Context: an optimization exercise on an open-source flow, tuned for small area and a short achievable clock period. The choices shown serve that exercise and are no tape-out recipe. Only simulation tests tie the RTL to the original design; equivalence was not proved. In run 2 the design's own scripts or RTL, not TritonCTS, make the clock network. No driver is modelled on the clock port, so clock power and skew are understated where the tree is cut down; a real chip needs a root buffer or a tree. Power figures rest on the tool's default switching activity, not on a simulated workload.

===== flow/config.mk =====
export PLATFORM = sky130hd
export DESIGN_NAME = Optimized_Wallace
export DESIGN_NICKNAME = Optimized_Wallace
export VERILOG_FILES = /design/flow/design.v
export SDC_FILE = /design/flow/constraint.sdc
export NUM_CORES = 4
export LEC_CHECK = 0
export CAP_MARGIN = 20
export CORE_MARGIN = 2
export CORE_UTILIZATION = 60
export CTS_BUF_LIST = sky130_fd_sc_hd__clkbuf_16
export CTS_CLUSTER_DIAMETER = 100
export CTS_CLUSTER_SIZE = 25
export SETUP_SLACK_MARGIN = 1.4
export SLEW_MARGIN = 20
export SYNTH_HIERARCHICAL = 1
export SYNTH_MINIMUM_KEEP_SIZE = 0
export TNS_END_PERCENT = 0

===== flow/constraint.sdc =====
create_clock -name core_clock -period 3.0 [get_ports {clk}]
set_input_delay 0.6000 -clock core_clock [delete_from_list [all_inputs] [get_ports {clk}]]
set_output_delay 0.6000 -clock core_clock [all_outputs]
set_load 0.01 [all_outputs]

===== flow/design.v =====
`timescale 1ns / 1ps
module fa(input a, b, c, output s, co);
    assign s = a ^ b ^ c;
    assign co = (a & b) | (a & c) | (b & c);
endmodule
module ha(input a, b, output s, co);
    assign s = a ^ b;
    assign co = a & b;
endmodule
module Optimized_Wallace(
    input clk, rst,
    input [15:0] A, B,
    output reg [31:0] PRODUCT
);
    reg [15:0] ra;
    reg rb15;
    reg one0;
    reg two0;
    reg neg0;
    reg one1;
    reg two1;
    reg neg1;
    reg one2;
    reg two2;
    reg neg2;
    reg one3;
    reg two3;
    reg neg3;
    reg one4;
    reg two4;
    reg neg4;
    reg one5;
    reg two5;
    reg neg5;
    reg one6;
    reg two6;
    reg neg6;
    reg one7;
    reg two7;
    reg neg7;
    reg [92:0] r2;
    reg [54:0] r3;
    reg v1, v2, v3;
    wire pp1 = ((one0 & ra[0])) ^ neg0;
    wire pp2 = ((one0 & ra[1]) | (two0 & ra[0])) ^ neg0;
    wire pp3 = ((one0 & ra[2]) | (two0 & ra[1])) ^ neg0;
    wire pp4 = ((one0 & ra[3]) | (two0 & ra[2])) ^ neg0;
    wire pp5 = ((one0 & ra[4]) | (two0 & ra[3])) ^ neg0;
    wire pp6 = ((one0 & ra[5]) | (two0 & ra[4])) ^ neg0;
    wire pp7 = ((one0 & ra[6]) | (two0 & ra[5])) ^ neg0;
    wire pp8 = ((one0 & ra[7]) | (two0 & ra[6])) ^ neg0;
    wire pp9 = ((one0 & ra[8]) | (two0 & ra[7])) ^ neg0;
    wire pp10 = ((one0 & ra[9]) | (two0 & ra[8])) ^ neg0;
    wire pp11 = ((one0 & ra[10]) | (two0 & ra[9])) ^ neg0;
    wire pp12 = ((one0 & ra[11]) | (two0 & ra[10])) ^ neg0;
    wire pp13 = ((one0 & ra[12]) | (two0 & ra[11])) ^ neg0;
    wire pp14 = ((one0 & ra[13]) | (two0 & ra[12])) ^ neg0;
    wire pp15 = ((one0 & ra[14]) | (two0 & ra[13])) ^ neg0;
    wire pp16 = ((one0 & ra[15]) | (two0 & ra[14])) ^ neg0;
    wire pp17 = ((two0 & ra[15])) ^ neg0;
    wire ns18 = ~neg0;
    wire pp19 = ((one1 & ra[0])) ^ neg1;
    wire pp20 = ((one1 & ra[1]) | (two1 & ra[0])) ^ neg1;
    wire pp21 = ((one1 & ra[2]) | (two1 & ra[1])) ^ neg1;
    wire pp22 = ((one1 & ra[3]) | (two1 & ra[2])) ^ neg1;
    wire pp23 = ((one1 & ra[4]) | (two1 & ra[3])) ^ neg1;
    wire pp24 = ((one1 & ra[5]) | (two1 & ra[4])) ^ neg1;
    wire pp25 = ((one1 & ra[6]) | (two1 & ra[5])) ^ neg1;
    wire pp26 = ((one1 & ra[7]) | (two1 & ra[6])) ^ neg1;
    wire pp27 = ((one1 & ra[8]) | (two1 & ra[7])) ^ neg1;
    wire pp28 = ((one1 & ra[9]) | (two1 & ra[8])) ^ neg1;
    wire pp29 = ((one1 & ra[10]) | (two1 & ra[9])) ^ neg1;
    wire pp30 = ((one1 & ra[11]) | (two1 & ra[10])) ^ neg1;
    wire pp31 = ((one1 & ra[12]) | (two1 & ra[11])) ^ neg1;
    wire pp32 = ((one1 & ra[13]) | (two1 & ra[12])) ^ neg1;
    wire pp33 = ((one1 & ra[14]) | (two1 & ra[13])) ^ neg1;
    wire pp34 = ((one1 & ra[15]) | (two1 & ra[14])) ^ neg1;
    wire pp35 = ((two1 & ra[15])) ^ neg1;
    wire ns36 = ~neg1;
    wire pp37 = ((one2 & ra[0])) ^ neg2;
    wire pp38 = ((one2 & ra[1]) | (two2 & ra[0])) ^ neg2;
    wire pp39 = ((one2 & ra[2]) | (two2 & ra[1])) ^ neg2;
    wire pp40 = ((one2 & ra[3]) | (two2 & ra[2])) ^ neg2;
    wire pp41 = ((one2 & ra[4]) | (two2 & ra[3])) ^ neg2;
    wire pp42 = ((one2 & ra[5]) | (two2 & ra[4])) ^ neg2;
    wire pp43 = ((one2 & ra[6]) | (two2 & ra[5])) ^ neg2;
    wire pp44 = ((one2 & ra[7]) | (two2 & ra[6])) ^ neg2;
    wire pp45 = ((one2 & ra[8]) | (two2 & ra[7])) ^ neg2;
    wire pp46 = ((one2 & ra[9]) | (two2 & ra[8])) ^ neg2;
    wire pp47 = ((one2 & ra[10]) | (two2 & ra[9])) ^ neg2;
    wire pp48 = ((one2 & ra[11]) | (two2 & ra[10])) ^ neg2;
    wire pp49 = ((one2 & ra[12]) | (two2 & ra[11])) ^ neg2;
    wire pp50 = ((one2 & ra[13]) | (two2 & ra[12])) ^ neg2;
    wire pp51 = ((one2 & ra[14]) | (two2 & ra[13])) ^ neg2;
    wire pp52 = ((one2 & ra[15]) | (two2 & ra[14])) ^ neg2;
    wire pp53 = ((two2 & ra[15])) ^ neg2;
    wire ns54 = ~neg2;
    wire pp55 = ((one3 & ra[0])) ^ neg3;
    wire pp56 = ((one3 & ra[1]) | (two3 & ra[0])) ^ neg3;
    wire pp57 = ((one3 & ra[2]) | (two3 & ra[1])) ^ neg3;
    wire pp58 = ((one3 & ra[3]) | (two3 & ra[2])) ^ neg3;
    wire pp59 = ((one3 & ra[4]) | (two3 & ra[3])) ^ neg3;
    wire pp60 = ((one3 & ra[5]) | (two3 & ra[4])) ^ neg3;
    wire pp61 = ((one3 & ra[6]) | (two3 & ra[5])) ^ neg3;
    wire pp62 = ((one3 & ra[7]) | (two3 & ra[6])) ^ neg3;
    wire pp63 = ((one3 & ra[8]) | (two3 & ra[7])) ^ neg3;
    wire pp64 = ((one3 & ra[9]) | (two3 & ra[8])) ^ neg3;
    wire pp65 = ((one3 & ra[10]) | (two3 & ra[9])) ^ neg3;
    wire pp66 = ((one3 & ra[11]) | (two3 & ra[10])) ^ neg3;
    wire pp67 = ((one3 & ra[12]) | (two3 & ra[11])) ^ neg3;
    wire pp68 = ((one3 & ra[13]) | (two3 & ra[12])) ^ neg3;
    wire pp69 = ((one3 & ra[14]) | (two3 & ra[13])) ^ neg3;
    wire pp70 = ((one3 & ra[15]) | (two3 & ra[14])) ^ neg3;
    wire pp71 = ((two3 & ra[15])) ^ neg3;
    wire ns72 = ~neg3;
    wire pp73 = ((one4 & ra[0])) ^ neg4;
    wire pp74 = ((one4 & ra[1]) | (two4 & ra[0])) ^ neg4;
    wire pp75 = ((one4 & ra[2]) | (two4 & ra[1])) ^ neg4;
    wire pp76 = ((one4 & ra[3]) | (two4 & ra[2])) ^ neg4;
    wire pp77 = ((one4 & ra[4]) | (two4 & ra[3])) ^ neg4;
    wire pp78 = ((one4 & ra[5]) | (two4 & ra[4])) ^ neg4;
    wire pp79 = ((one4 & ra[6]) | (two4 & ra[5])) ^ neg4;
    wire pp80 = ((one4 & ra[7]) | (two4 & ra[6])) ^ neg4;
    wire pp81 = ((one4 & ra[8]) | (two4 & ra[7])) ^ neg4;
    wire pp82 = ((one4 & ra[9]) | (two4 & ra[8])) ^ neg4;
    wire pp83 = ((one4 & ra[10]) | (two4 & ra[9])) ^ neg4;
    wire pp84 = ((one4 & ra[11]) | (two4 & ra[10])) ^ neg4;
    wire pp85 = ((one4 & ra[12]) | (two4 & ra[11])) ^ neg4;
    wire pp86 = ((one4 & ra[13]) | (two4 & ra[12])) ^ neg4;
    wire pp87 = ((one4 & ra[14]) | (two4 & ra[13])) ^ neg4;
    wire pp88 = ((one4 & ra[15]) | (two4 & ra[14])) ^ neg4;
    wire pp89 = ((two4 & ra[15])) ^ neg4;
    wire ns90 = ~neg4;
    wire pp91 = ((one5 & ra[0])) ^ neg5;
    wire pp92 = ((one5 & ra[1]) | (two5 & ra[0])) ^ neg5;
    wire pp93 = ((one5 & ra[2]) | (two5 & ra[1])) ^ neg5;
    wire pp94 = ((one5 & ra[3]) | (two5 & ra[2])) ^ neg5;
    wire pp95 = ((one5 & ra[4]) | (two5 & ra[3])) ^ neg5;
    wire pp96 = ((one5 & ra[5]) | (two5 & ra[4])) ^ neg5;
    wire pp97 = ((one5 & ra[6]) | (two5 & ra[5])) ^ neg5;
    wire pp98 = ((one5 & ra[7]) | (two5 & ra[6])) ^ neg5;
    wire pp99 = ((one5 & ra[8]) | (two5 & ra[7])) ^ neg5;
    wire pp100 = ((one5 & ra[9]) | (two5 & ra[8])) ^ neg5;
    wire pp101 = ((one5 & ra[10]) | (two5 & ra[9])) ^ neg5;
    wire pp102 = ((one5 & ra[11]) | (two5 & ra[10])) ^ neg5;
    wire pp103 = ((one5 & ra[12]) | (two5 & ra[11])) ^ neg5;
    wire pp104 = ((one5 & ra[13]) | (two5 & ra[12])) ^ neg5;
    wire pp105 = ((one5 & ra[14]) | (two5 & ra[13])) ^ neg5;
    wire pp106 = ((one5 & ra[15]) | (two5 & ra[14])) ^ neg5;
    wire pp107 = ((two5 & ra[15])) ^ neg5;
    wire ns108 = ~neg5;
    wire pp109 = ((one6 & ra[0])) ^ neg6;
    wire pp110 = ((one6 & ra[1]) | (two6 & ra[0])) ^ neg6;
    wire pp111 = ((one6 & ra[2]) | (two6 & ra[1])) ^ neg6;
    wire pp112 = ((one6 & ra[3]) | (two6 & ra[2])) ^ neg6;
    wire pp113 = ((one6 & ra[4]) | (two6 & ra[3])) ^ neg6;
    wire pp114 = ((one6 & ra[5]) | (two6 & ra[4])) ^ neg6;
    wire pp115 = ((one6 & ra[6]) | (two6 & ra[5])) ^ neg6;
    wire pp116 = ((one6 & ra[7]) | (two6 & ra[6])) ^ neg6;
    wire pp117 = ((one6 & ra[8]) | (two6 & ra[7])) ^ neg6;
    wire pp118 = ((one6 & ra[9]) | (two6 & ra[8])) ^ neg6;
    wire pp119 = ((one6 & ra[10]) | (two6 & ra[9])) ^ neg6;
    wire pp120 = ((one6 & ra[11]) | (two6 & ra[10])) ^ neg6;
    wire pp121 = ((one6 & ra[12]) | (two6 & ra[11])) ^ neg6;
    wire pp122 = ((one6 & ra[13]) | (two6 & ra[12])) ^ neg6;
    wire pp123 = ((one6 & ra[14]) | (two6 & ra[13])) ^ neg6;
    wire pp124 = ((one6 & ra[15]) | (two6 & ra[14])) ^ neg6;
    wire pp125 = ((two6 & ra[15])) ^ neg6;
    wire ns126 = ~neg6;
    wire pp127 = ((one7 & ra[0])) ^ neg7;
    wire pp128 = ((one7 & ra[1]) | (two7 & ra[0])) ^ neg7;
    wire pp129 = ((one7 & ra[2]) | (two7 & ra[1])) ^ neg7;
    wire pp130 = ((one7 & ra[3]) | (two7 & ra[2])) ^ neg7;
    wire pp131 = ((one7 & ra[4]) | (two7 & ra[3])) ^ neg7;
    wire pp132 = ((one7 & ra[5]) | (two7 & ra[4])) ^ neg7;
    wire pp133 = ((one7 & ra[6]) | (two7 & ra[5])) ^ neg7;
    wire pp134 = ((one7 & ra[7]) | (two7 & ra[6])) ^ neg7;
    wire pp135 = ((one7 & ra[8]) | (two7 & ra[7])) ^ neg7;
    wire pp136 = ((one7 & ra[9]) | (two7 & ra[8])) ^ neg7;
    wire pp137 = ((one7 & ra[10]) | (two7 & ra[9])) ^ neg7;
    wire pp138 = ((one7 & ra[11]) | (two7 & ra[10])) ^ neg7;
    wire pp139 = ((one7 & ra[12]) | (two7 & ra[11])) ^ neg7;
    wire pp140 = ((one7 & ra[13]) | (two7 & ra[12])) ^ neg7;
    wire pp141 = ((one7 & ra[14]) | (two7 & ra[13])) ^ neg7;
    wire pp142 = ((one7 & ra[15]) | (two7 & ra[14])) ^ neg7;
    wire pp143 = ((two7 & ra[15])) ^ neg7;
    wire ns144 = ~neg7;
    wire pp145 = rb15 & ra[0];
    wire pp146 = rb15 & ra[1];
    wire pp147 = rb15 & ra[2];
    wire pp148 = rb15 & ra[3];
    wire pp149 = rb15 & ra[4];
    wire pp150 = rb15 & ra[5];
    wire pp151 = rb15 & ra[6];
    wire pp152 = rb15 & ra[7];
    wire pp153 = rb15 & ra[8];
    wire pp154 = rb15 & ra[9];
    wire pp155 = rb15 & ra[10];
    wire pp156 = rb15 & ra[11];
    wire pp157 = rb15 & ra[12];
    wire pp158 = rb15 & ra[13];
    wire pp159 = rb15 & ra[14];
    wire pp160 = rb15 & ra[15];
    wire s161, c162;
    fa u_s161 (.a(pp3), .b(pp19), .c(neg1), .s(s161), .co(c162));
    wire s163, c164;
    fa u_s163 (.a(pp5), .b(pp21), .c(pp37), .s(s163), .co(c164));
    wire s165, c166;
    fa u_s165 (.a(pp6), .b(pp22), .c(pp38), .s(s165), .co(c166));
    wire s167, c168;
    fa u_s167 (.a(pp7), .b(pp23), .c(pp39), .s(s167), .co(c168));
    wire s169, c170;
    fa u_s169 (.a(pp8), .b(pp24), .c(pp40), .s(s169), .co(c170));
    wire s171, c172;
    fa u_s171 (.a(pp9), .b(pp25), .c(pp41), .s(s171), .co(c172));
    wire s173, c174;
    fa u_s173 (.a(pp57), .b(pp73), .c(neg4), .s(s173), .co(c174));
    wire s175, c176;
    fa u_s175 (.a(pp10), .b(pp26), .c(pp42), .s(s175), .co(c176));
    wire s177, c178;
    fa u_s177 (.a(pp11), .b(pp27), .c(pp43), .s(s177), .co(c178));
    wire s179, c180;
    fa u_s179 (.a(pp59), .b(pp75), .c(pp91), .s(s179), .co(c180));
    wire s181, c182;
    fa u_s181 (.a(pp12), .b(pp28), .c(pp44), .s(s181), .co(c182));
    wire s183, c184;
    fa u_s183 (.a(pp60), .b(pp76), .c(pp92), .s(s183), .co(c184));
    wire s185, c186;
    fa u_s185 (.a(pp13), .b(pp29), .c(pp45), .s(s185), .co(c186));
    wire s187, c188;
    fa u_s187 (.a(pp61), .b(pp77), .c(pp93), .s(s187), .co(c188));
    wire s189, c190;
    fa u_s189 (.a(pp14), .b(pp30), .c(pp46), .s(s189), .co(c190));
    wire s191, c192;
    fa u_s191 (.a(pp62), .b(pp78), .c(pp94), .s(s191), .co(c192));
    wire s193, c194;
    fa u_s193 (.a(pp15), .b(pp31), .c(pp47), .s(s193), .co(c194));
    wire s195, c196;
    fa u_s195 (.a(pp63), .b(pp79), .c(pp95), .s(s195), .co(c196));
    wire s197, c198;
    fa u_s197 (.a(pp111), .b(pp127), .c(neg7), .s(s197), .co(c198));
    wire s199, c200;
    fa u_s199 (.a(pp16), .b(pp32), .c(pp48), .s(s199), .co(c200));
    wire s201, c202;
    fa u_s201 (.a(pp64), .b(pp80), .c(pp96), .s(s201), .co(c202));
    wire s203, c204;
    ha u_s203 (.a(pp112), .b(pp128), .s(s203), .co(c204));
    wire s205, c206;
    fa u_s205 (.a(pp17), .b(pp33), .c(pp49), .s(s205), .co(c206));
    wire s207, c208;
    fa u_s207 (.a(pp65), .b(pp81), .c(pp97), .s(s207), .co(c208));
    wire s209, c210;
    fa u_s209 (.a(pp113), .b(pp129), .c(pp145), .s(s209), .co(c210));
    wire s211, c212;
    fa u_s211 (.a(neg0), .b(pp34), .c(pp50), .s(s211), .co(c212));
    wire s213, c214;
    fa u_s213 (.a(pp66), .b(pp82), .c(pp98), .s(s213), .co(c214));
    wire s215, c216;
    fa u_s215 (.a(pp114), .b(pp130), .c(pp146), .s(s215), .co(c216));
    wire s217, c218;
    fa u_s217 (.a(neg0), .b(pp35), .c(pp51), .s(s217), .co(c218));
    wire s219, c220;
    fa u_s219 (.a(pp67), .b(pp83), .c(pp99), .s(s219), .co(c220));
    wire s221, c222;
    fa u_s221 (.a(pp115), .b(pp131), .c(pp147), .s(s221), .co(c222));
    wire s223, c224;
    fa u_s223 (.a(ns18), .b(ns36), .c(pp52), .s(s223), .co(c224));
    wire s225, c226;
    fa u_s225 (.a(pp68), .b(pp84), .c(pp100), .s(s225), .co(c226));
    wire s227, c228;
    fa u_s227 (.a(pp116), .b(pp132), .c(pp148), .s(s227), .co(c228));
    wire s229 = ~(pp53 ^ pp69);
    wire c230 = pp53 | pp69;
    wire s231, c232;
    fa u_s231 (.a(pp85), .b(pp101), .c(pp117), .s(s231), .co(c232));
    wire s233, c234;
    ha u_s233 (.a(pp133), .b(pp149), .s(s233), .co(c234));
    wire s235, c236;
    fa u_s235 (.a(ns54), .b(pp70), .c(pp86), .s(s235), .co(c236));
    wire s237, c238;
    fa u_s237 (.a(pp102), .b(pp118), .c(pp134), .s(s237), .co(c238));
    wire s239 = ~(pp71 ^ pp87);
    wire c240 = pp71 | pp87;
    wire s241, c242;
    fa u_s241 (.a(pp103), .b(pp119), .c(pp135), .s(s241), .co(c242));
    wire s243, c244;
    fa u_s243 (.a(ns72), .b(pp88), .c(pp104), .s(s243), .co(c244));
    wire s245, c246;
    fa u_s245 (.a(pp120), .b(pp136), .c(pp152), .s(s245), .co(c246));
    wire s247 = ~(pp89 ^ pp105);
    wire c248 = pp89 | pp105;
    wire s249, c250;
    fa u_s249 (.a(pp121), .b(pp137), .c(pp153), .s(s249), .co(c250));
    wire s251, c252;
    fa u_s251 (.a(ns90), .b(pp106), .c(pp122), .s(s251), .co(c252));
    wire s253 = ~(pp107 ^ pp123);
    wire c254 = pp107 | pp123;
    wire s255, c256;
    fa u_s255 (.a(ns108), .b(pp124), .c(pp140), .s(s255), .co(c256));
    wire s257 = ~(pp125 ^ pp141);
    wire c258 = pp125 | pp141;
    wire s259, c260;
    fa u_s259 (.a(ns126), .b(pp142), .c(pp158), .s(s259), .co(c260));
    wire s261 = ~(pp143 ^ pp159);
    wire c262 = pp143 | pp159;
    wire s263, c264;
    fa u_s263 (.a(c162), .b(pp4), .c(pp20), .s(s263), .co(c264));
    wire s265, c266;
    fa u_s265 (.a(c166), .b(s167), .c(pp55), .s(s265), .co(c266));
    wire s267, c268;
    fa u_s267 (.a(c168), .b(s169), .c(pp56), .s(s267), .co(c268));
    wire s269, c270;
    fa u_s269 (.a(c170), .b(s171), .c(s173), .s(s269), .co(c270));
    wire s271, c272;
    fa u_s271 (.a(c172), .b(c174), .c(s175), .s(s271), .co(c272));
    wire s273, c274;
    fa u_s273 (.a(c176), .b(s177), .c(s179), .s(s273), .co(c274));
    wire s275, c276;
    fa u_s275 (.a(c178), .b(c180), .c(s181), .s(s275), .co(c276));
    wire s277, c278;
    fa u_s277 (.a(c182), .b(c184), .c(s185), .s(s277), .co(c278));
    wire s279, c280;
    fa u_s279 (.a(s187), .b(pp109), .c(neg6), .s(s279), .co(c280));
    wire s281, c282;
    fa u_s281 (.a(c186), .b(c188), .c(s189), .s(s281), .co(c282));
    wire s283, c284;
    ha u_s283 (.a(s191), .b(pp110), .s(s283), .co(c284));
    wire s285, c286;
    fa u_s285 (.a(c190), .b(c192), .c(s193), .s(s285), .co(c286));
    wire s287, c288;
    ha u_s287 (.a(s195), .b(s197), .s(s287), .co(c288));
    wire s289, c290;
    fa u_s289 (.a(c194), .b(c196), .c(c198), .s(s289), .co(c290));
    wire s291, c292;
    fa u_s291 (.a(s199), .b(s201), .c(s203), .s(s291), .co(c292));
    wire s293, c294;
    fa u_s293 (.a(c200), .b(c202), .c(c204), .s(s293), .co(c294));
    wire s295, c296;
    fa u_s295 (.a(s205), .b(s207), .c(s209), .s(s295), .co(c296));
    wire s297, c298;
    fa u_s297 (.a(c206), .b(c208), .c(c210), .s(s297), .co(c298));
    wire s299, c300;
    fa u_s299 (.a(s211), .b(s213), .c(s215), .s(s299), .co(c300));
    wire s301, c302;
    fa u_s301 (.a(c212), .b(c214), .c(c216), .s(s301), .co(c302));
    wire s303, c304;
    fa u_s303 (.a(s217), .b(s219), .c(s221), .s(s303), .co(c304));
    wire s305, c306;
    fa u_s305 (.a(c218), .b(c220), .c(c222), .s(s305), .co(c306));
    wire s307, c308;
    fa u_s307 (.a(s223), .b(s225), .c(s227), .s(s307), .co(c308));
    wire s309, c310;
    fa u_s309 (.a(c224), .b(c226), .c(c228), .s(s309), .co(c310));
    wire s311, c312;
    fa u_s311 (.a(s229), .b(s231), .c(s233), .s(s311), .co(c312));
    wire s313, c314;
    fa u_s313 (.a(c230), .b(c232), .c(c234), .s(s313), .co(c314));
    wire s315, c316;
    fa u_s315 (.a(s235), .b(s237), .c(pp150), .s(s315), .co(c316));
    wire s317, c318;
    fa u_s317 (.a(c236), .b(c238), .c(s239), .s(s317), .co(c318));
    wire s319, c320;
    ha u_s319 (.a(s241), .b(pp151), .s(s319), .co(c320));
    wire s321, c322;
    fa u_s321 (.a(c240), .b(c242), .c(s243), .s(s321), .co(c322));
    wire s323, c324;
    fa u_s323 (.a(c244), .b(c246), .c(s247), .s(s323), .co(c324));
    wire s325, c326;
    fa u_s325 (.a(c248), .b(c250), .c(s251), .s(s325), .co(c326));
    wire s327, c328;
    fa u_s327 (.a(c252), .b(s253), .c(pp139), .s(s327), .co(c328));
    wire s329, c330;
    fa u_s329 (.a(c254), .b(s255), .c(pp156), .s(s329), .co(c330));
    wire s331, c332;
    fa u_s331 (.a(c256), .b(s257), .c(pp157), .s(s331), .co(c332));
    wire s333, c334;
    fa u_s333 (.a(c262), .b(ns144), .c(pp160), .s(s333), .co(c334));
    wire s335, c336;
    fa u_s335 (.a(r2[5]), .b(r2[6]), .c(r2[7]), .s(s335), .co(c336));
    wire s337, c338;
    fa u_s337 (.a(r2[16]), .b(r2[17]), .c(r2[18]), .s(s337), .co(c338));
    wire s339, c340;
    fa u_s339 (.a(r2[20]), .b(r2[21]), .c(r2[22]), .s(s339), .co(c340));
    wire s341, c342;
    fa u_s341 (.a(r2[23]), .b(r2[24]), .c(r2[25]), .s(s341), .co(c342));
    wire s343, c344;
    fa u_s343 (.a(r2[26]), .b(r2[27]), .c(r2[28]), .s(s343), .co(c344));
    wire s345, c346;
    fa u_s345 (.a(r2[29]), .b(r2[30]), .c(r2[31]), .s(s345), .co(c346));
    wire s347, c348;
    fa u_s347 (.a(r2[33]), .b(r2[34]), .c(r2[35]), .s(s347), .co(c348));
    wire s349, c350;
    fa u_s349 (.a(r2[37]), .b(r2[38]), .c(r2[39]), .s(s349), .co(c350));
    wire s351, c352;
    fa u_s351 (.a(r2[41]), .b(r2[42]), .c(r2[43]), .s(s351), .co(c352));
    wire s353, c354;
    fa u_s353 (.a(r2[45]), .b(r2[46]), .c(r2[47]), .s(s353), .co(c354));
    wire s355, c356;
    fa u_s355 (.a(r2[49]), .b(r2[50]), .c(r2[51]), .s(s355), .co(c356));
    wire s357, c358;
    fa u_s357 (.a(r2[53]), .b(r2[54]), .c(r2[55]), .s(s357), .co(c358));
    wire s359, c360;
    fa u_s359 (.a(r2[57]), .b(r2[58]), .c(r2[59]), .s(s359), .co(c360));
    wire s361, c362;
    fa u_s361 (.a(r2[61]), .b(r2[62]), .c(r2[63]), .s(s361), .co(c362));
    wire s363, c364;
    fa u_s363 (.a(r2[65]), .b(r2[66]), .c(r2[67]), .s(s363), .co(c364));
    wire s365, c366;
    fa u_s365 (.a(r2[69]), .b(r2[70]), .c(r2[71]), .s(s365), .co(c366));
    wire s367, c368;
    fa u_s367 (.a(r2[73]), .b(r2[74]), .c(r2[75]), .s(s367), .co(c368));
    wire s369, c370;
    fa u_s369 (.a(r2[76]), .b(r2[77]), .c(r2[78]), .s(s369), .co(c370));
    wire s371, c372;
    fa u_s371 (.a(r2[80]), .b(r2[81]), .c(r2[82]), .s(s371), .co(c372));
    wire s373, c374;
    fa u_s373 (.a(r2[87]), .b(r2[88]), .c(r2[89]), .s(s373), .co(c374));
    wire s375, c376;
    fa u_s375 (.a(c336), .b(r2[8]), .c(r2[9]), .s(s375), .co(c376));
    wire s377, c378;
    ha u_s377 (.a(r2[10]), .b(r2[11]), .s(s377), .co(c378));
    wire s379, c380;
    ha u_s379 (.a(r2[12]), .b(r2[13]), .s(s379), .co(c380));
    wire s381, c382;
    ha u_s381 (.a(r2[14]), .b(r2[15]), .s(s381), .co(c382));
    wire s383, c384;
    ha u_s383 (.a(s337), .b(r2[19]), .s(s383), .co(c384));
    wire s385, c386;
    ha u_s385 (.a(c338), .b(s339), .s(s385), .co(c386));
    wire s387, c388;
    ha u_s387 (.a(c340), .b(s341), .s(s387), .co(c388));
    wire s389, c390;
    ha u_s389 (.a(c342), .b(s343), .s(s389), .co(c390));
    wire s391, c392;
    fa u_s391 (.a(c344), .b(s345), .c(r2[32]), .s(s391), .co(c392));
    wire s393, c394;
    fa u_s393 (.a(c346), .b(s347), .c(r2[36]), .s(s393), .co(c394));
    wire s395, c396;
    fa u_s395 (.a(c348), .b(s349), .c(r2[40]), .s(s395), .co(c396));
    wire s397, c398;
    fa u_s397 (.a(c350), .b(s351), .c(r2[44]), .s(s397), .co(c398));
    wire s399, c400;
    fa u_s399 (.a(c352), .b(s353), .c(r2[48]), .s(s399), .co(c400));
    wire s401, c402;
    fa u_s401 (.a(c354), .b(s355), .c(r2[52]), .s(s401), .co(c402));
    wire s403, c404;
    fa u_s403 (.a(c356), .b(s357), .c(r2[56]), .s(s403), .co(c404));
    wire s405, c406;
    fa u_s405 (.a(c358), .b(s359), .c(r2[60]), .s(s405), .co(c406));
    wire s407, c408;
    fa u_s407 (.a(c360), .b(s361), .c(r2[64]), .s(s407), .co(c408));
    wire s409, c410;
    fa u_s409 (.a(c362), .b(s363), .c(r2[68]), .s(s409), .co(c410));
    wire s411, c412;
    fa u_s411 (.a(c364), .b(s365), .c(r2[72]), .s(s411), .co(c412));
    wire s413, c414;
    ha u_s413 (.a(c366), .b(s367), .s(s413), .co(c414));
    wire s415, c416;
    fa u_s415 (.a(c368), .b(s369), .c(r2[79]), .s(s415), .co(c416));
    wire s417, c418;
    ha u_s417 (.a(c370), .b(s371), .s(s417), .co(c418));
    wire s419, c420;
    fa u_s419 (.a(c372), .b(r2[83]), .c(r2[84]), .s(s419), .co(c420));
    wire s421, c422;
    ha u_s421 (.a(r2[85]), .b(r2[86]), .s(s421), .co(c422));
    wire s423, c424;
    fa u_s423 (.a(c374), .b(r2[90]), .c(r2[91]), .s(s423), .co(c424));
    wire g425, p426;
    ha u_p426 (.a(r2[0]), .b(r2[1]), .s(p426), .co(g425));
    wire g427, p428;
    ha u_p428 (.a(c376), .b(s377), .s(p428), .co(g427));
    wire g429, p430;
    ha u_p430 (.a(c378), .b(s379), .s(p430), .co(g429));
    wire g431, p432;
    ha u_p432 (.a(c380), .b(s381), .s(p432), .co(g431));
    wire g433, p434;
    ha u_p434 (.a(c382), .b(s383), .s(p434), .co(g433));
    wire g435, p436;
    ha u_p436 (.a(c384), .b(s385), .s(p436), .co(g435));
    wire g437, p438;
    ha u_p438 (.a(c386), .b(s387), .s(p438), .co(g437));
    wire g439, p440;
    ha u_p440 (.a(c388), .b(s389), .s(p440), .co(g439));
    wire g441, p442;
    ha u_p442 (.a(c390), .b(s391), .s(p442), .co(g441));
    wire g443, p444;
    ha u_p444 (.a(c392), .b(s393), .s(p444), .co(g443));
    wire g445, p446;
    ha u_p446 (.a(c394), .b(s395), .s(p446), .co(g445));
    wire g447, p448;
    ha u_p448 (.a(c396), .b(s397), .s(p448), .co(g447));
    wire g449, p450;
    ha u_p450 (.a(c398), .b(s399), .s(p450), .co(g449));
    wire g451, p452;
    ha u_p452 (.a(c400), .b(s401), .s(p452), .co(g451));
    wire g453, p454;
    ha u_p454 (.a(c402), .b(s403), .s(p454), .co(g453));
    wire g455, p456;
    ha u_p456 (.a(c404), .b(s405), .s(p456), .co(g455));
    wire g457, p458;
    ha u_p458 (.a(c406), .b(s407), .s(p458), .co(g457));
    wire g459, p460;
    ha u_p460 (.a(c408), .b(s409), .s(p460), .co(g459));
    wire g461, p462;
    ha u_p462 (.a(c410), .b(s411), .s(p462), .co(g461));
    wire g463, p464;
    ha u_p464 (.a(c412), .b(s413), .s(p464), .co(g463));
    wire g465, p466;
    ha u_p466 (.a(c414), .b(s415), .s(p466), .co(g465));
    wire g467, p468;
    ha u_p468 (.a(c416), .b(s417), .s(p468), .co(g467));
    wire g469, p470;
    ha u_p470 (.a(c418), .b(s419), .s(p470), .co(g469));
    wire g471, p472;
    ha u_p472 (.a(c420), .b(s421), .s(p472), .co(g471));
    wire g473, p474;
    ha u_p474 (.a(c422), .b(s373), .s(p474), .co(g473));
    wire g475, p476;
    ha u_p476 (.a(c424), .b(r2[92]), .s(p476), .co(g475));
    wire t477 = p426 | g425;
    wire t478 = p428 | g427;
    wire t479 = p430 | g429;
    wire t480 = p432 | g431;
    wire t481 = p434 | g433;
    wire G482 = 1'b0 | (r2[2] & g425);
    wire P483 = r2[2] & t477;
    wire G484 = 1'b0 | (r2[4] & 1'b0);
    wire P485 = r2[4] & r2[3];
    wire G486 = 1'b0 | (s375 & 1'b0);
    wire P487 = s375 & s335;
    wire G488 = g429 | (t479 & g427);
    wire P489 = t479 & t478;
    wire G490 = g433 | (t481 & g431);
    wire P491 = t481 & t480;
    wire G492 = 1'b0 | (r2[3] & G482);
    wire P493 = r2[3] & P483;
    wire G494 = G484 | (P485 & G482);
    wire P495 = P485 & P483;
    wire G496 = g427 | (t478 & G486);
    wire P497 = t478 & P487;
    wire G498 = G488 | (P489 & G486);
    wire P499 = P489 & P487;
    wire G500 = 1'b0 | (s335 & G494);
    wire P501 = s335 & P495;
    wire G502 = G486 | (P487 & G494);
    wire P503 = P487 & P495;
    wire G504 = G496 | (P497 & G494);
    wire P505 = P497 & P495;
    wire G506 = G498 | (P499 & G494);
    wire P507 = P499 & P495;
    wire G508 = g431 | (t480 & G506);
    wire P509 = t480 & P507;
    wire G510 = G490 | (P491 & G506);
    wire P511 = P491 & P507;
    wire sum512 = p426;
    wire sum513 = r2[2] ^ g425;
    wire sum514 = r2[3] ^ G482;
    wire sum515 = r2[4] ^ G492;
    wire sum516 = s335 ^ G494;
    wire sum517 = s375 ^ G500;
    wire sum518 = p428 ^ G502;
    wire sum519 = p430 ^ G504;
    wire sum520 = p432 ^ G506;
    wire sum521 = p434 ^ G508;
    wire t522 = r3[11] | r3[12];
    wire t523 = r3[13] | r3[14];
    wire t524 = r3[15] | r3[16];
    wire t525 = r3[17] | r3[18];
    wire t526 = r3[19] | r3[20];
    wire t527 = r3[21] | r3[22];
    wire t528 = r3[23] | r3[24];
    wire t529 = r3[25] | r3[26];
    wire t530 = r3[27] | r3[28];
    wire t531 = r3[29] | r3[30];
    wire t532 = r3[31] | r3[32];
    wire t533 = r3[33] | r3[34];
    wire t534 = r3[35] | r3[36];
    wire t535 = r3[37] | r3[38];
    wire t536 = r3[39] | r3[40];
    wire t537 = r3[41] | r3[42];
    wire t538 = r3[43] | r3[44];
    wire t539 = r3[45] | r3[46];
    wire t540 = r3[47] | r3[48];
    wire t541 = r3[49] | r3[50];
    wire t542 = r3[51] | r3[52];
    wire t543 = r3[53] | r3[54];
    wire g544 = r3[12] | (r3[11] & r3[10]);
    wire G545 = r3[14] | (t523 & g544);
    wire P546 = t523 & t522;
    wire G547 = r3[18] | (t525 & r3[16]);
    wire P548 = t525 & t524;
    wire G549 = r3[22] | (t527 & r3[20]);
    wire P550 = t527 & t526;
    wire G551 = r3[26] | (t529 & r3[24]);
    wire P552 = t529 & t528;
    wire G553 = r3[30] | (t531 & r3[28]);
    wire P554 = t531 & t530;
    wire G555 = r3[34] | (t533 & r3[32]);
    wire P556 = t533 & t532;
    wire G557 = r3[38] | (t535 & r3[36]);
    wire P558 = t535 & t534;
    wire G559 = r3[42] | (t537 & r3[40]);
    wire P560 = t537 & t536;
    wire G561 = r3[46] | (t539 & r3[44]);
    wire P562 = t539 & t538;
    wire G563 = r3[50] | (t541 & r3[48]);
    wire P564 = t541 & t540;
    wire G565 = r3[54] | (t543 & r3[52]);
    wire P566 = t543 & t542;
    wire G567 = G547 | (P548 & G545);
    wire P568 = P548 & P546;
    wire G569 = G551 | (P552 & G549);
    wire P570 = P552 & P550;
    wire G571 = G555 | (P556 & G553);
    wire P572 = P556 & P554;
    wire G573 = G559 | (P560 & G557);
    wire P574 = P560 & P558;
    wire G575 = G563 | (P564 & G561);
    wire P576 = P564 & P562;
    wire G577 = G569 | (P570 & G567);
    wire P578 = P570 & P568;
    wire G579 = G573 | (P574 & G571);
    wire P580 = P574 & P572;
    wire G581 = G579 | (P580 & G577);
    wire P582 = P580 & P578;
    wire G583 = G571 | (P572 & G577);
    wire P584 = P572 & P578;
    wire G585 = G575 | (P576 & G581);
    wire P586 = P576 & P582;
    wire G587 = G549 | (P550 & G567);
    wire P588 = P550 & P568;
    wire G589 = G553 | (P554 & G577);
    wire P590 = P554 & P578;
    wire G591 = G557 | (P558 & G583);
    wire P592 = P558 & P584;
    wire G593 = G561 | (P562 & G581);
    wire P594 = P562 & P582;
    wire G595 = G565 | (P566 & G585);
    wire P596 = P566 & P586;
    wire G597 = r3[16] | (t524 & G545);
    wire P598 = t524 & P546;
    wire G599 = r3[20] | (t526 & G567);
    wire P600 = t526 & P568;
    wire G601 = r3[24] | (t528 & G587);
    wire P602 = t528 & P588;
    wire G603 = r3[28] | (t530 & G577);
    wire P604 = t530 & P578;
    wire G605 = r3[32] | (t532 & G589);
    wire P606 = t532 & P590;
    wire G607 = r3[36] | (t534 & G583);
    wire P608 = t534 & P584;
    wire G609 = r3[40] | (t536 & G591);
    wire P610 = t536 & P592;
    wire G611 = r3[44] | (t538 & G581);
    wire P612 = t538 & P582;
    wire G613 = r3[48] | (t540 & G593);
    wire P614 = t540 & P594;
    wire G615 = r3[52] | (t542 & G585);
    wire P616 = t542 & P586;
    wire sum617 = r3[11] ^ r3[10];
    wire sum618 = r3[13] ^ g544;
    wire sum619 = r3[15] ^ G545;
    wire sum620 = r3[17] ^ G597;
    wire sum621 = r3[19] ^ G567;
    wire sum622 = r3[21] ^ G599;
    wire sum623 = r3[23] ^ G587;
    wire sum624 = r3[25] ^ G601;
    wire sum625 = r3[27] ^ G577;
    wire sum626 = r3[29] ^ G603;
    wire sum627 = r3[31] ^ G589;
    wire sum628 = r3[33] ^ G605;
    wire sum629 = r3[35] ^ G583;
    wire sum630 = r3[37] ^ G607;
    wire sum631 = r3[39] ^ G591;
    wire sum632 = r3[41] ^ G609;
    wire sum633 = r3[43] ^ G581;
    wire sum634 = r3[45] ^ G611;
    wire sum635 = r3[47] ^ G593;
    wire sum636 = r3[49] ^ G613;
    wire sum637 = r3[51] ^ G585;
    wire sum638 = r3[53] ^ G615;
    wire [31:0] sum = {sum638, sum637, sum636, sum635, sum634, sum633, sum632, sum631, sum630, sum629, sum628, sum627, sum626, sum625, sum624, sum623, sum622, sum621, sum620, sum619, sum618, sum617, r3[9], r3[8], r3[7], r3[6], r3[5], r3[4], r3[3], r3[2], r3[1], r3[0]};
    always @(posedge clk or posedge rst) begin
        if (rst) begin
            v1 <= 1'b0; v2 <= 1'b0; v3 <= 1'b0;
            PRODUCT <= 32'd0;
        end else begin
            v1 <= 1'b1; v2 <= v1; v3 <= v2;
            PRODUCT <= sum & {32{v3}};
        end
    end
    always @(posedge clk) begin
        ra <= A;
        rb15 <= B[15];
        one0 <= B[0] ^ 1'b0;
        two0 <= (B[1] & ~B[0] & ~1'b0) | (~B[1] & B[0] & 1'b0);
        neg0 <= B[1] & ~(B[0] & 1'b0);
        one1 <= B[2] ^ B[1];
        two1 <= (B[3] & ~B[2] & ~B[1]) | (~B[3] & B[2] & B[1]);
        neg1 <= B[3] & ~(B[2] & B[1]);
        one2 <= B[4] ^ B[3];
        two2 <= (B[5] & ~B[4] & ~B[3]) | (~B[5] & B[4] & B[3]);
        neg2 <= B[5] & ~(B[4] & B[3]);
        one3 <= B[6] ^ B[5];
        two3 <= (B[7] & ~B[6] & ~B[5]) | (~B[7] & B[6] & B[5]);
        neg3 <= B[7] & ~(B[6] & B[5]);
        one4 <= B[8] ^ B[7];
        two4 <= (B[9] & ~B[8] & ~B[7]) | (~B[9] & B[8] & B[7]);
        neg4 <= B[9] & ~(B[8] & B[7]);
        one5 <= B[10] ^ B[9];
        two5 <= (B[11] & ~B[10] & ~B[9]) | (~B[11] & B[10] & B[9]);
        neg5 <= B[11] & ~(B[10] & B[9]);
        one6 <= B[12] ^ B[11];
        two6 <= (B[13] & ~B[12] & ~B[11]) | (~B[13] & B[12] & B[11]);
        neg6 <= B[13] & ~(B[12] & B[11]);
        one7 <= B[14] ^ B[13];
        two7 <= (B[15] & ~B[14] & ~B[13]) | (~B[15] & B[14] & B[13]);
        neg7 <= B[15] & ~(B[14] & B[13]);
        r2 <= {s333, s261, c260, s259, c258, c332, s331, c330, s329, c328, pp155, s327, c326, pp154, pp138, s325, c324, s249, s323, c322, s245, s321, c320, c318, s319, s317, c316, c314, s315, s313, c312, c310, s311, s309, c308, c306, s307, s305, c304, c302, s303, s301, c300, c298, s299, s297, c296, c294, s295, s293, c292, c290, s291, s289, c288, c286, s287, s285, c284, c282, s283, s281, c280, c278, s279, s277, c276, s183, s275, c274, neg5, s273, c272, pp74, pp58, s271, c270, s269, c268, s267, c266, neg3, s265, s165, c164, neg2, s163, c264, s263, s161, pp2, neg0, pp1};
        r3 <= {g475, p476, 1'b0, s423, g473, p474, g471, p472, g469, p470, g467, p468, g465, p466, g463, p464, g461, p462, g459, p460, g457, p458, g455, p456, g453, p454, g451, p452, g449, p450, g447, p448, g445, p446, g443, p444, g441, p442, g439, p440, g437, p438, g435, p436, G510, sum521, sum520, sum519, sum518, sum517, sum516, sum515, sum514, sum513, sum512};
    end
endmodule

===== flow/flow/run.sh =====
#!/bin/bash
set -euo pipefail
export BUFFER_PORTS_ARGS="-buffer_cell sky130_fd_sc_hd__buf_1"
bash standard.sh cts > flow_cts.log 2>&1
export RES=$PWD/orfs/results/sky130hd/Optimized_Wallace/base
export PLATFORM_DIR=$FLOW_HOME/platforms/sky130hd
export SKEW_PLAN=$PWD/flow/plan.tcl
openroad -no_splash -exit flow/skew.tcl > skew_eco.log 2>&1
bash standard.sh finish > flow_make.log 2>&1

===== flow/flow/plan.tcl =====
set rootnet $root
branch r1 {ra* rb15* one* two* neg*} {clkbuf_16} 2 [$block findNet clk]
set root [$block findNet clk]
tune r2 {r2*} 0.46 5 {clkbuf_1 clkbuf_2 clkbuf_4 clkbuf_8 clkbuf_16}
set root $rootnet
tune r3 {r3*} 0.62 3
tune prod {PRODUCT*} 0.82 3

===== flow/flow/skew.tcl =====
set res $::env(RES)
read_lef $::env(PLATFORM_DIR)/lef/sky130_fd_sc_hd.tlef
read_lef $::env(PLATFORM_DIR)/lef/sky130_fd_sc_hd_merged.lef
read_liberty $::env(PLATFORM_DIR)/lib/sky130_fd_sc_hd__tt_025C_1v80.lib
read_db $res/4_cts.odb
read_sdc $res/4_cts.sdc
source $::env(PLATFORM_DIR)/setRC.tcl
set db [ord::get_db]
set block [ord::get_db_block]
set root [$block findNet clknet_0_clk]

proc master {n} { return [[ord::get_db] findMaster sky130_fd_sc_hd__$n] }
set uid 0
proc newbuf {type innet x y} {
  global block uid
  incr uid
  set inst [odb::dbInst_create $block [master $type] "cksk_buf_$uid"]
  set net [odb::dbNet_create $block "cksk_net_$uid"]
  $net setSigType CLOCK
  [$inst findITerm A] connect $innet
  [$inst findITerm X] connect $net
  $inst setLocation [expr int($x)] [expr int($y)]
  $inst setPlacementStatus PLACED
  return $net
}
proc flops {pats} {
  global block
  set out {}
  foreach inst [$block getInsts] {
    set n [$inst getName]
    foreach p $pats { if {[string match $p $n]} { lappend out $inst; break } }
  }
  return $out
}
proc centroid {insts} {
  set sx 0; set sy 0
  foreach i $insts { set b [$i getBBox]; set sx [expr $sx + [$b xMin]]; set sy [expr $sy + [$b yMin]] }
  set n [llength $insts]
  return [list [expr $sx / $n] [expr $sy / $n]]
}
# chain: list of buffer types from the root; the last one is repeated per leaf cluster
proc branch {name pats chain nleaf {src {}}} {
  global root
  if {$src ne {}} { set root $src }
  set fl [flops $pats]
  set fl [lsort -command {apply {{a b} {expr {[[$a getBBox] xMin] - [[$b getBBox] xMin]}}}} $fl]
  set c [centroid $fl]
  set net $root
  if {![llength $chain]} {
    foreach f $fl { set it [$f findITerm CLK]; $it disconnect; $it connect $root }
    puts "branch $name: [llength $fl] flops on the root net"
    return
  }
  foreach t [lrange $chain 0 end-1] { set net [newbuf $t $net [lindex $c 0] [lindex $c 1]] }
  set per [expr {([llength $fl] + $nleaf - 1) / $nleaf}]
  for {set k 0} {$k < $nleaf} {incr k} {
    set grp [lrange $fl [expr $k*$per] [expr ($k+1)*$per - 1]]
    if {![llength $grp]} continue
    set cc [centroid $grp]
    set leaf [newbuf [lindex $chain end] $net [lindex $cc 0] [lindex $cc 1]]
    foreach f $grp {
      set it [$f findITerm CLK]
      $it disconnect
      $it connect $leaf
    }
  }
  puts "branch $name: [llength $fl] flops, chain $chain x $nleaf"
}

# Build a branch, measure the mean clock latency of its flops, and undo it.
set created {}
proc newbuf2 {type innet x y} {
  global created
  set net [newbuf $type $innet $x $y]
  lappend created $net
  return $net
}
proc build {fl chain nleaf} {
  global root created
  set created {}
  set c [centroid $fl]
  set net $root
  foreach t [lrange $chain 0 end-1] { set net [newbuf2 $t $net [lindex $c 0] [lindex $c 1]] }
  set per [expr {([llength $fl] + $nleaf - 1) / $nleaf}]
  for {set k 0} {$k < $nleaf} {incr k} {
    set grp [lrange $fl [expr $k*$per] [expr ($k+1)*$per - 1]]
    if {![llength $grp]} continue
    set cc [centroid $grp]
    set leaf [newbuf2 [lindex $chain end] $net [lindex $cc 0] [lindex $cc 1]]
    foreach f $grp { set it [$f findITerm CLK]; $it disconnect; $it connect $leaf }
  }
}
proc undo {fl orig} {
  global created
  foreach f $fl o $orig { set it [$f findITerm CLK]; $it disconnect; $it connect $o }
  foreach net [lreverse $created] {
    foreach it [$net getITerms] { if {[$it isOutputSignal]} { set inst [$it getInst] } }
    odb::dbInst_destroy $inst
    odb::dbNet_destroy $net
  }
  set created {}
}
proc meanlat {fl} {
  global maxslew
  estimate_parasitics -placement
  set s 0.0
  set maxslew 0.0
  foreach f $fl {
    set pin [get_pins "[$f getName]/CLK"]
    set s [expr {$s + [get_property $pin arrival_max_rise]}]
    set sl [get_property $pin slew_max]
    if {$sl > $maxslew} { set maxslew $sl }
  }
  return [expr {$s / [llength $fl]}]
}
proc tune {name pats target nleaf {firsts {{} clkbuf_1 clkbuf_2 clkbuf_8 clkbuf_16}}} {
  global maxslew
  set fl [flops $pats]
  set fl [lsort -command {apply {{a b} {expr {[[$a getBBox] xMin] - [[$b getBBox] xMin]}}}} $fl]
  set orig {}
  foreach f $fl { lappend orig [[$f findITerm CLK] getNet] }
  set best {}
  set besterr 1e9
  set bestn $nleaf
  foreach leaf {clkbuf_16 clkbuf_8} {
    foreach nl [list [expr {$nleaf - 1}] $nleaf [expr {$nleaf + 1}] [expr {$nleaf + 2}]] {
      if {$nl < 1} continue
      foreach first $firsts {
        for {set n 0} {$n <= 14} {incr n} {
          set chain [concat $first [lrepeat $n clkbuf_4] $leaf]
          build $fl $chain $nl
          set lat [meanlat $fl]
          undo $fl $orig
          set err [expr {abs($lat - $target)}]
          puts "tune $name: $chain x $nl -> [format %.3f $lat] slew [format %.3f $maxslew] (target [format %.3f $target])"
          if {$maxslew < 0.100 && $err < $besterr} { set besterr $err; set best $chain; set bestn $nl }
          if {$lat > $target + 0.2} break
        }
      }
    }
  }
  build $fl $best $bestn
  puts "tune $name: chose $best x $bestn, latency [format %.3f [meanlat $fl]] slew [format %.3f $maxslew]"
}

source $::env(SKEW_PLAN)
# remove clock buffers left without sinks
set changed 1
while {$changed} {
  set changed 0
  foreach inst [$block getInsts] {
    set m [[$inst getMaster] getName]
    if {![string match "*clkbuf*" $m] && ![string match "*clkinv*" $m]} continue
    set x [$inst findITerm X]
    if {$x eq "NULL"} { set x [$inst findITerm Y] }
    if {$x eq "NULL"} continue
    set n [$x getNet]
    if {$n eq "NULL"} continue
    if {[llength [$n getITerms]] <= 1 && [llength [$n getBTerms]] == 0} {
      puts "removing [$inst getName]"
      odb::dbInst_destroy $inst
      odb::dbNet_destroy $n
      set changed 1
    }
  }
}
detailed_placement
check_placement
estimate_parasitics -placement
set_propagated_clock [all_clocks]
catch { report_checks -path_delay max -group_path_count 3 -format end }
catch { report_clock_skew }
foreach p {ra[0]* one0* r2[0]* r3[0]* PRODUCT[0]* v1*} {
  catch { foreach pin [get_pins -quiet $p/CLK] { puts "latency [get_full_name $pin] [get_property $pin arrival_max_rise]" } }
}
write_db $res/4_cts.odb

===== flow/standard.sh =====
#!/bin/bash
# synth_recipe.tcl (not shown) runs the flow's synth.tcl, then flattens the netlist and writes it again
# the make line also repeats each setting of config.mk as NAME=value (left out here)
make -C /OpenROAD-flow-scripts/flow DESIGN_CONFIG=/design/flow/config.mk WORK_HOME=/design/flow/orfs CLKGATE_MAP_FILE= SYNTH_SCRIPT=/design/flow/synth_recipe.tcl "${@:-finish}"

==> metrics.csv, run 1 <==
stage,metric,value,unit
outcome,status,"complete, no violations",
logic_synthesis,ys.flop_type,dfxtp_1,
placement,dp_worst_setup_slack,0.511,ns
final_layout,fin_nets,1184,
floorplanning,coreArea,0.0186,mm^2
logic_synthesis,yosys.area.top_type,dfxtp_1,
logic_synthesis,seq_area_frac_synth,0.410,
final_layout,area_growth,10.5,%
clocking,clk_pin_slew_worst_paths,0.07,ns
routing,drt-initial-drc-count,607,
logic_synthesis,synthDistinctLibCells,46,
final_layout,final_cell_mix,"152 x dfxtp_1, 147 x xnor2_1, 119 x a22oi_1",
setup_path,cp-start-kind,flip-flop,
logic_synthesis,synth_edf_count,0,
setup_path,cpPeakStageDelay,0.36,ns
logic_synthesis,yosys_warnings,7,
setup_path,critPathCaptureType,output pin,
floorplanning,dieArea,0.0199,mm^2
logic_synthesis,syn_avg_cell_area,11.9,um^2
clocking,clockRootBuffer,clkbuf_16,
setup_path,critPathArrivalTime,1.33,ns
timing,min_period,1.93,ns
routing,vias,7076,
logic_synthesis,async_flop_share,0.158,
final_layout,layout_commonest_cell,dfxtp_1,
final_layout,drive_above_1_share,0.103,
routing,ant_nets,0,
floorplanning,die_w,141,um
clocking,worstSkewPairLatency,0.84,ns
global_route,grt_max_degree,36,
setup_path,worstSetupPathDepth,1,
power_and_ir_drop,leakage,4.98,nW
clocking,clockBufferDepth,3,
routing,dr.pass1.iters,6,
clocking,cts_buffers,12,
timing,setup_tns,0,ns
clocking,clock-sinks,222,
routing,post-route-drc-count,0,
timing,worst_pin_slew,0.685,ns
timing,hold_violations,0,
global_route,grt_pass1_vias,7500,
logic_synthesis,synth_seq_cells,222,
setup_path,critical_path_class,reg -> out,
floorplanning,row_count,50,
timing,fin_crit_sh,0.644,
logic_synthesis,synthesis.nets,1152,
setup_path,critPathSlowestCell,dfrtp_1,
timing,setup_viol,0,
setup_path,cp_top_family,flip-flops,
floorplanning,dieHeight,141,um
worst_hold_path,hold_path_depth,1,
setup_path,worstPathCellList,buf_1,
logic_synthesis,syn_area,0.0113,mm^2
setup_path,critPathRequiredTime,2.40,ns
clocking,htreeDepth,1,
power_and_ir_drop,peakVddDrop,0.554,mV
floorplanning,ioPinCount,66,
timing,fmax,518,MHz
global_route,grt_overflow,0,
global_route,antenna_found_initial,0,
placement,gp_routability_congestion,0.927,
logic_synthesis,netlist.area_leader.share,0.333,
timing,rsz0062_at_grt,true,
final_layout,num-fill-cells,1428,
placement,place.port_buffers,65,
setup_path,critPathBufInv,1,
routing,avgRoutedWirePerCell,20.5,um
routing,drt-total-wl,25.0,mm
timing,slew_headroom,0.543,
timing,finalWorstSetupSlack,1.07,ns
final_layout,diodes,0,
placement,dp_hpwl,16.7,mm
global_route,grt_pass1_wl,40.4,mm
global_route,track_usage,0.264,
setup_path,crit_fanout,1,
setup_path,rr_worst_depth,8,
power_and_ir_drop,powerDensity,994,mW/mm^2
clocking,cts_tree,built,
worst_hold_path,holdCritPathClass,reg -> reg,
floorplanning,initial_utilization,0.606,
timing,drv_slew,0,
logic_synthesis,synthTopCellsByArea,"dfxtp_1 33%, fa_1 20%, xnor2_1 12%",
logic_synthesis,synth_cells,948,
routing,routed_via_density,5.81,
timing,fin_skew,0.412,ns
job,drv_cap,0,
synth_stat cells (2+ instances only):
| master | count |
|---|---|
| mux2i_1 | 4 |
| nor2_1 | 13 |
| o22a_1 | 2 |
| a211oi_1 | 2 |
| nor3_1 | 6 |
| a21o_1 | 2 |
| nand2b_1 | 12 |
| xnor2_1 | 148 |
| nand2_1 | 26 |
| nor2b_1 | 9 |
| fa_1 | 111 |
| dfrtp_1 | 35 |
| a21oi_1 | 11 |
| a22oi_1 | 120 |
| buf_1 | 3 |
| o21a_1 | 4 |
| o21bai_1 | 4 |
| dfxtp_1 | 187 |
| o21ai_0 | 20 |
| and2_1 | 28 |
| ha_1 | 59 |
| clkbuf_1 | 81 |
| or3_1 | 2 |
| nand3b_1 | 7 |
| inv_1 | 28 |
| xor2_1 | 4 |
repair_timing:
action,in CTS,in global routing
setup endpoints to repair,124,120
gates resized for setup,53,1
hold buffers,0,1
setup buffers,3,0
pin swaps,5,0
hold endpoints to repair,0,32
Yosys stat by module, one instance, submodules excluded:
module / cells inside / area (um^2)
Optimized_Wallace: 796 / 8520
fa: 1 / 20.0
ha: 1 / 12.5
kinds of logic (layout without fill, tap and decap cells):
logic type / count (synthesis) / after routing / share of synthesized area
flops: 222 / 222 / 0.410
compound gates: 177 / 177 / 0.114
fa+ha+maj: 170 / 170 / 0.263
xor+xnor: 152 / 152 / 0.118
buf+inv: 112 / 148 / 0.0374
simple gates: 110 / 110 / 0.0534
mux: 4 / 4 / 0.00356
other cells: 1 / 1 / 0.000333
final cells by class:
type	instances	area (um^2)	area share
plain buffers	24	434	0.0349
clock buffers	9	225	0.0181
clock inverters	5	20.0	0.00161
inverters	28	105	0.00845
multi-input cells	614	6280	0.505
flip-flops and latches	222	4700	0.378
well taps	234	293	0.0235
repair buffers	82	374	0.0301
path summary, 6_finish.rpt:
path / from / to / slack [ns]
max in group asynchronous: rst / v2 / 1.94
setup / recovery: PRODUCT[7] / PRODUCT[7] / 1.07
setup reg to reg: r2[5] / r3[10] / 1.10
hold / removal: r3[0] / PRODUCT[0] / 0.20
min in group asynchronous: rst / PRODUCT[24] / 0.36
hold reg to reg: r3[0] / PRODUCT[0] / 0.20
where the power goes:
| group | switching, W | internal [W] |
|---|---|---|
| sequential | 0.000741 | 0.00412 |
| clock | 0.00118 | 0.00151 |
| combinational | 0.00246 | 0.00236 |
| total | 0.00438 | 0.00798 |
stage by stage:
step,total power (W),instances,instance area [um^2],hold WS [ns],util
after floorplan,0.00809,948,11500,0.330,-
after global placement,0.00939,1176,11600,0.339,0.625
after detailed placement,0.00963,1176,11600,0.346,0.625
after CTS,0.0115,1197,12100,0.175,0.651
after global routing,0.0135,1218,12400,0.231,0.669
final,0.0124,1218,12400,0.204,0.669
routing by layer:
layer,vias up,track usage,share of wire
met1,3452,0.356,0.43
li1,3215,-,-
met5,-,0,0
met4,0,0.101,0.028
met3,52,0.0605,0.083
met2,357,0.421,0.46
state kept, by name (all words and copies together), names as in the netlist, 16 cells and up:
register / flops
ra: 16
r2: 93
PRODUCT: 32
r3: 53
==> run 2: changes to the inputs <==
==> flow/flow/plan.tcl (replaced) <==
set rootnet $root
branch r1 {ra* rb15* one* two* neg*} {clkbuf_16} 2 [$block findNet clk]
set root [$block findNet clk]
tune r2 {r2*} 0.46 5 {clkbuf_1 clkbuf_2 clkbuf_4 clkbuf_8 clkbuf_16}
set root $rootnet
tune r3 {r3* v1* v2* v3*} 0.645 3
tune prod {PRODUCT*} 0.86 3
--- a/flow/flow/skew.tcl
+++ b/flow/flow/skew.tcl
@@ -28,6 +28,7 @@
   set out {}
   foreach inst [$block getInsts] {
     set n [$inst getName]
+    if {[$inst findITerm CLK] eq "NULL"} continue
     foreach p $pats { if {[string match $p $n]} { lappend out $inst; break } }
   }
   return $out
@@ -113,6 +114,12 @@
   }
   return [expr {$s / [llength $fl]}]
 }
+proc branch_area {chain nl} {
+  set a 0.0
+  foreach t [lrange $chain 0 end-1] { set a [expr {$a + [[master $t] getWidth] * [[master $t] getHeight] / 1e6}] }
+  set t [lindex $chain end]
+  return [expr {$a + $nl * [[master $t] getWidth] * [[master $t] getHeight] / 1e6}]
+}
 proc tune {name pats target nleaf {firsts {{} clkbuf_1 clkbuf_2 clkbuf_8 clkbuf_16}}} {
   global maxslew
   set fl [flops $pats]
@@ -121,7 +128,9 @@
   foreach f $fl { lappend orig [[$f findITerm CLK] getNet] }
   set best {}
   set besterr 1e9
+  set bestcost 1e9
   set bestn $nleaf
+  set cands {}
   foreach leaf {clkbuf_16 clkbuf_8} {
     foreach nl [list [expr {$nleaf - 1}] $nleaf [expr {$nleaf + 1}] [expr {$nleaf + 2}]] {
       if {$nl < 1} continue
@@ -133,29 +142,47 @@
           undo $fl $orig
           set err [expr {abs($lat - $target)}]
           puts "tune $name: $chain x $nl -> [format %.3f $lat] slew [format %.3f $maxslew] (target [format %.3f $target])"
-          if {$maxslew < 0.100 && $err < $besterr} { set besterr $err; set best $chain; set bestn $nl }
+          if {$maxslew < 0.100} { lappend cands [list $err [branch_area $chain $nl] $chain $nl] }
+          if {$maxslew < 0.100 && $err < $besterr} { set besterr $err }
           if {$lat > $target + 0.2} break
         }
       }
     }
   }
+  foreach c $cands {
+    if {[lindex $c 0] <= $besterr + 0.015 && [lindex $c 1] < $bestcost} {
+      set bestcost [lindex $c 1]; set best [lindex $c 2]; set bestn [lindex $c 3]
+    }
+  }
   build $fl $best $bestn
   puts "tune $name: chose $best x $bestn, latency [format %.3f [meanlat $fl]] slew [format %.3f $maxslew]"
 }
 
 source $::env(SKEW_PLAN)
-# remove clock buffers left without sinks
+# remove clock buffers left without sinks, and CTS's dummy clock loads
+# (clock cells whose output is unconnected)
+proc is_clkcell {inst} {
+  set m [[$inst getMaster] getName]
+  return [expr {[string match "*clkbuf*" $m] || [string match "*clkinv*" $m] || [string match "*__inv_*" $m] || [string match "*__buf_*" $m]}]
+}
+proc outnet {inst} {
+  foreach it [$inst getITerms] { if {[$it isOutputSignal]} { return [$it getNet] } }
+  return "NULL"
+}
 set changed 1
 while {$changed} {
   set changed 0
   foreach inst [$block getInsts] {
-    set m [[$inst getMaster] getName]
-    if {![string match "*clkbuf*" $m] && ![string match "*clkinv*" $m]} continue
-    set x [$inst findITerm X]
-    if {$x eq "NULL"} { set x [$inst findITerm Y] }
-    if {$x eq "NULL"} continue
-    set n [$x getNet]
-    if {$n eq "NULL"} continue
+    if {![is_clkcell $inst]} continue
+    set n [outnet $inst]
+    if {$n eq "NULL"} {
+      # dummy load: only if its input is on a clock net
+      set clkin 0
+      foreach it [$inst getITerms] { if {[$it isInputSignal] && [$it getNet] ne "NULL" && [[$it getNet] getSigType] eq "CLOCK"} { set clkin 1 } }
+      if {$clkin} { puts "removing dummy [$inst getName]"; odb::dbInst_destroy $inst; set changed 1 }
+      continue
+    }
+    if {[$n getSigType] ne "CLOCK"} continue
     if {[llength [$n getITerms]] <= 1 && [llength [$n getBTerms]] == 0} {
       puts "removing [$inst getName]"
       odb::dbInst_destroy $inst
==> run 2 against run 1 <==
  * Clock skew fell by 0.11 ns
  * Critical path depth stayed put
  * Largest power group unchanged
  * Clock power is 31% lower
  * Cell area fell by 2.3%
  * Synthesized cell count unchanged
  * Count of clock-buffer cells in the layout decreased by 8
  * Sequential share of layout area rose by 0.91 points
  * Fmax fell by 1.5%
  * Non-clock buffer count unchanged
  * Still clean
==> metrics.csv, run 2 <==
stage,metric,value,unit
outcome,status,"complete, no violations",
logic_synthesis,synthesis.nets,1152,
power_and_ir_drop,clockPowerShare,0.161,
final_layout,drive_above_1_share,0.0937,
logic_synthesis,synthDistinctLibCells,46,
routing,ant_nets,0,
power_and_ir_drop,seqPwrFrac,0.422,
final_layout,top_register,r2,
setup_path,cp-start-kind,flip-flop,
global_route,grt_overflow,0,
logic_synthesis,yosysMostFrequentCell,dfxtp_1,
logic_synthesis,seq_area_frac_synth,0.410,
final_layout,fin_nets,1177,
power_and_ir_drop,leakage,4.82,nW
worst_hold_path,holdCritPathClass,reg -> reg,
power_and_ir_drop,switchingPower,0.00418,W
setup_path,cp_top_family,flip-flops,
logic_synthesis,yosys.area.top_type,dfxtp_1,
setup_path,cpPeakStageDelay,0.38,ns
final_layout,fin_area,0.0121,mm^2
global_route,grt_pass1_vias,7425,
timing,setup_tns,0,ns
final_layout,post-route-util,0.654,
timing,slew_headroom,0.555,
floorplanning,dieHeight,141,um
routing,avgRoutedWirePerCell,20.4,um
timing,fmax,510,MHz
routing,post-route-drc-count,0,
floorplanning,row_count,50,
floorplanning,initial_utilization,0.606,
placement,dpl_cell_area,0.0116,mm^2
clocking,clock-sinks,222,
final_layout,layout_commonest_cell,dfxtp_1,
power_and_ir_drop,combinationalPowerShare,0.417,
setup_path,critPathCaptureType,output pin,
global_route,antenna_found_initial,0,
clocking,worstSkewPairLatency,0.44,ns
final_layout,largest_reg_flops,93,
setup_path,worstPathCellList,clkbuf_2,
power_and_ir_drop,internal_power,0.00734,W
power_and_ir_drop,powerDensity,948,mW/mm^2
logic_synthesis,synth_common_cells,"187 x dfxtp_1, 148 x xnor2_1, 120 x a22oi_1",
routing,drt-total-wl,24.6,mm
timing,worst_pin_slew,0.667,ns
global_route,track_usage,0.257,
timing,hold_ws,0.171,ns
setup_path,critPathSlowestCell,dfrtp_1,
power_and_ir_drop,peakVddDrop,0.553,mV
logic_synthesis,synthTopCellsByArea,"dfxtp_1 33%, fa_1 20%, xnor2_1 12%",
timing,min_period,1.96,ns
routing,routed_via_density,5.81,
timing,setup_viol,0,
logic_synthesis,synth_seq_cells,222,
floorplanning,dieArea,0.0199,mm^2
logic_synthesis,syn_area,0.0113,mm^2
global_route,grt_max_degree,36,
floorplanning,ioPinCount,66,
logic_synthesis,ys.flop_type,dfxtp_1,
logic_synthesis,syn_avg_cell_area,11.9,um^2
timing,fin_skew,0.299,ns
floorplanning,die_w,141,um
setup_path,critPathBufInv,1,
placement,gp_routability_congestion,0.927,
placement,place.port_buffers,65,
timing,fin_crit_sh,0.654,
final_layout,area_growth,7.95,%
setup_path,critPathArrivalTime,1.36,ns
floorplanning,coreArea,0.0186,mm^2
power_and_ir_drop,power,0.0115,W
logic_synthesis,async_flop_share,0.158,
final_layout,largestRegisters,"r2 (93), r3 (53), PRODUCT (32)",
setup_path,crit_fanout,1,
setup_path,critical_path_class,reg -> out,
final_layout,diodes,0,
timing,hold_violations,0,
routing,drt-initial-drc-count,629,
setup_path,critPathRequiredTime,2.40,ns
logic_synthesis,yosys_warnings,7,
job,drv_cap,0,
logic_synthesis,synth_cells,948,
global_route,grt_pass1_wl,39.7,mm
logic_synthesis,netlist.area_leader.share,0.333,
timing,drv_slew,0,
placement,dp_hpwl,16.7,mm
final_layout,final_cell_mix,"152 x dfxtp_1, 147 x xnor2_1, 119 x a22oi_1",
routing,dr.pass1.iters,8,
clocking,clk_pin_slew_worst_paths,0.09,ns
timing,rsz0062_at_grt,true,
power_and_ir_drop,p_sw_frac,0.363,
logic_synthesis,synth_edf_count,0,
setup_path,rrSetupSlack,1.08,ns
routing,vias,7002,
[run 2: cell counts after synthesis]
Identical to the previous run, type by type.
[run 2: per-module statistics from Yosys (local to each module, per instance)]
module / cells / flops+latches / copies in the design
ha: 1 / 0 / 41
Optimized_Wallace: 796 / 222 / 1
fa: 1 / 0 / 111
[run 2: per-stage QoR]
step / setup WS [ns] / instances
6_report: 1.04 / 1205
5_1_grt: 0.947 / 1205
4_1_cts: 0.901 / 1197
3_5_place_dp: 0.511 / 1176
3_3_place_gp: 0.528 / 1176
2_1_floorplan: 0.996 / 948
[run 2: cells by family after synthesis]
kind of cell	count (synthesis)	synth area share
and+or+nand+nor	110	0.0534
xor gates and xnor gates	152	0.118
buffers and inverters	112	0.0374
AOI/OAI and AO/OA	177	0.114
muxes	4	0.00356
adders and majority gates	170	0.263
DFF	222	0.410
other	1	0.000333
[run 2: power groups by stage]
| stage | Combinational [W] | Clock, W | Sequential (W) |
|---|---|---|---|
| 6_report | 0.00480 | 0.00186 | 0.00486 |
| 5_1_grt | 0.00563 | 0.00202 | 0.00498 |
| 4_1_cts | 0.00486 | 0.00175 | 0.00485 |
| 3_5_place_dp | 0.00472 | 0 | 0.00491 |
| 3_3_place_gp | 0.00453 | 0 | 0.00486 |
| 2_1_floorplan | 0.00342 | 0 | 0.00468 |
[run 2: final timing paths]
path,from,to,depth (start not counted)
max,PRODUCT[29],PRODUCT[29],1
min,r3[0],PRODUCT[0],1
max reg2reg,r2[5],r3[10],8
min reg2reg,r3[0],PRODUCT[0],1
max in group asynchronous,rst,v2,4
min in group asynchronous,rst,PRODUCT[23],4
[run 2: what timing repair did]
action,4_1_cts,5_1_grt
gates resized for setup,53,1
pin swaps,5,0
gates cloned,0,0
endpoints found under the setup margin,124,119
buffers inserted,3,0
hold buffers,0,1
endpoints found under the hold margin,0,32
[run 2: layer usage]
layer / GRT usage / wire, um
met2: 0.419 / 11600
met3: 0.0547 / 1820
met1: 0.350 / 10700
met5: 0 / 0
met4: 0.0763 / 490
[run 2: area by class of cell]
cell class                 instances  area (um^2)
timing repair buffer              82          375
tap                              234          293
sequential                       222         4700
inverter                          28          105
multi-input combinational        614         6280
buffer                            24          367
clock buffer                       1         25.0
fill                            1458         6430

## static timing again, ports no longer ideal
No port has a modelled driver above. Below, the same layouts with a new extraction and two added sets of constraints.
Step 1 (the two cells are an assumption about what drives the block):
set clk [get_ports {clk}]
set_driving_cell -lib_cell sky130_fd_sc_hd__clkbuf_16 $clk
set_driving_cell -lib_cell sky130_fd_sc_hd__buf_2 [delete_from_list [all_inputs] $clk]
Step 2, shift: input delay + t, output delay - t, t = (earliest + latest rising clock arrival at the registers) / 2. This alone moves slack from input paths to output paths.
a / b / c = ideal / step 1 / step 2; a / b = the first two.
run | t, ns | setup WS [ns] | latest minus earliest clock arrival (ns) | worst register clock-pin slew, ns | cell pins on the clock port's net
run 1 | 0.562 | 1.069 / 0.999 / 1.095 | 0.701 / 0.700 | 0.09 / 0.09 | 4
run 2 | 0.574 | 1.039 / 0.967 / 1.076 | 0.718 / 0.717 | 0.09 / 0.09 | 4
Clock arrivals are far apart in run 1 and run 2, so t is only a midpoint there and step 2 fits no single register.
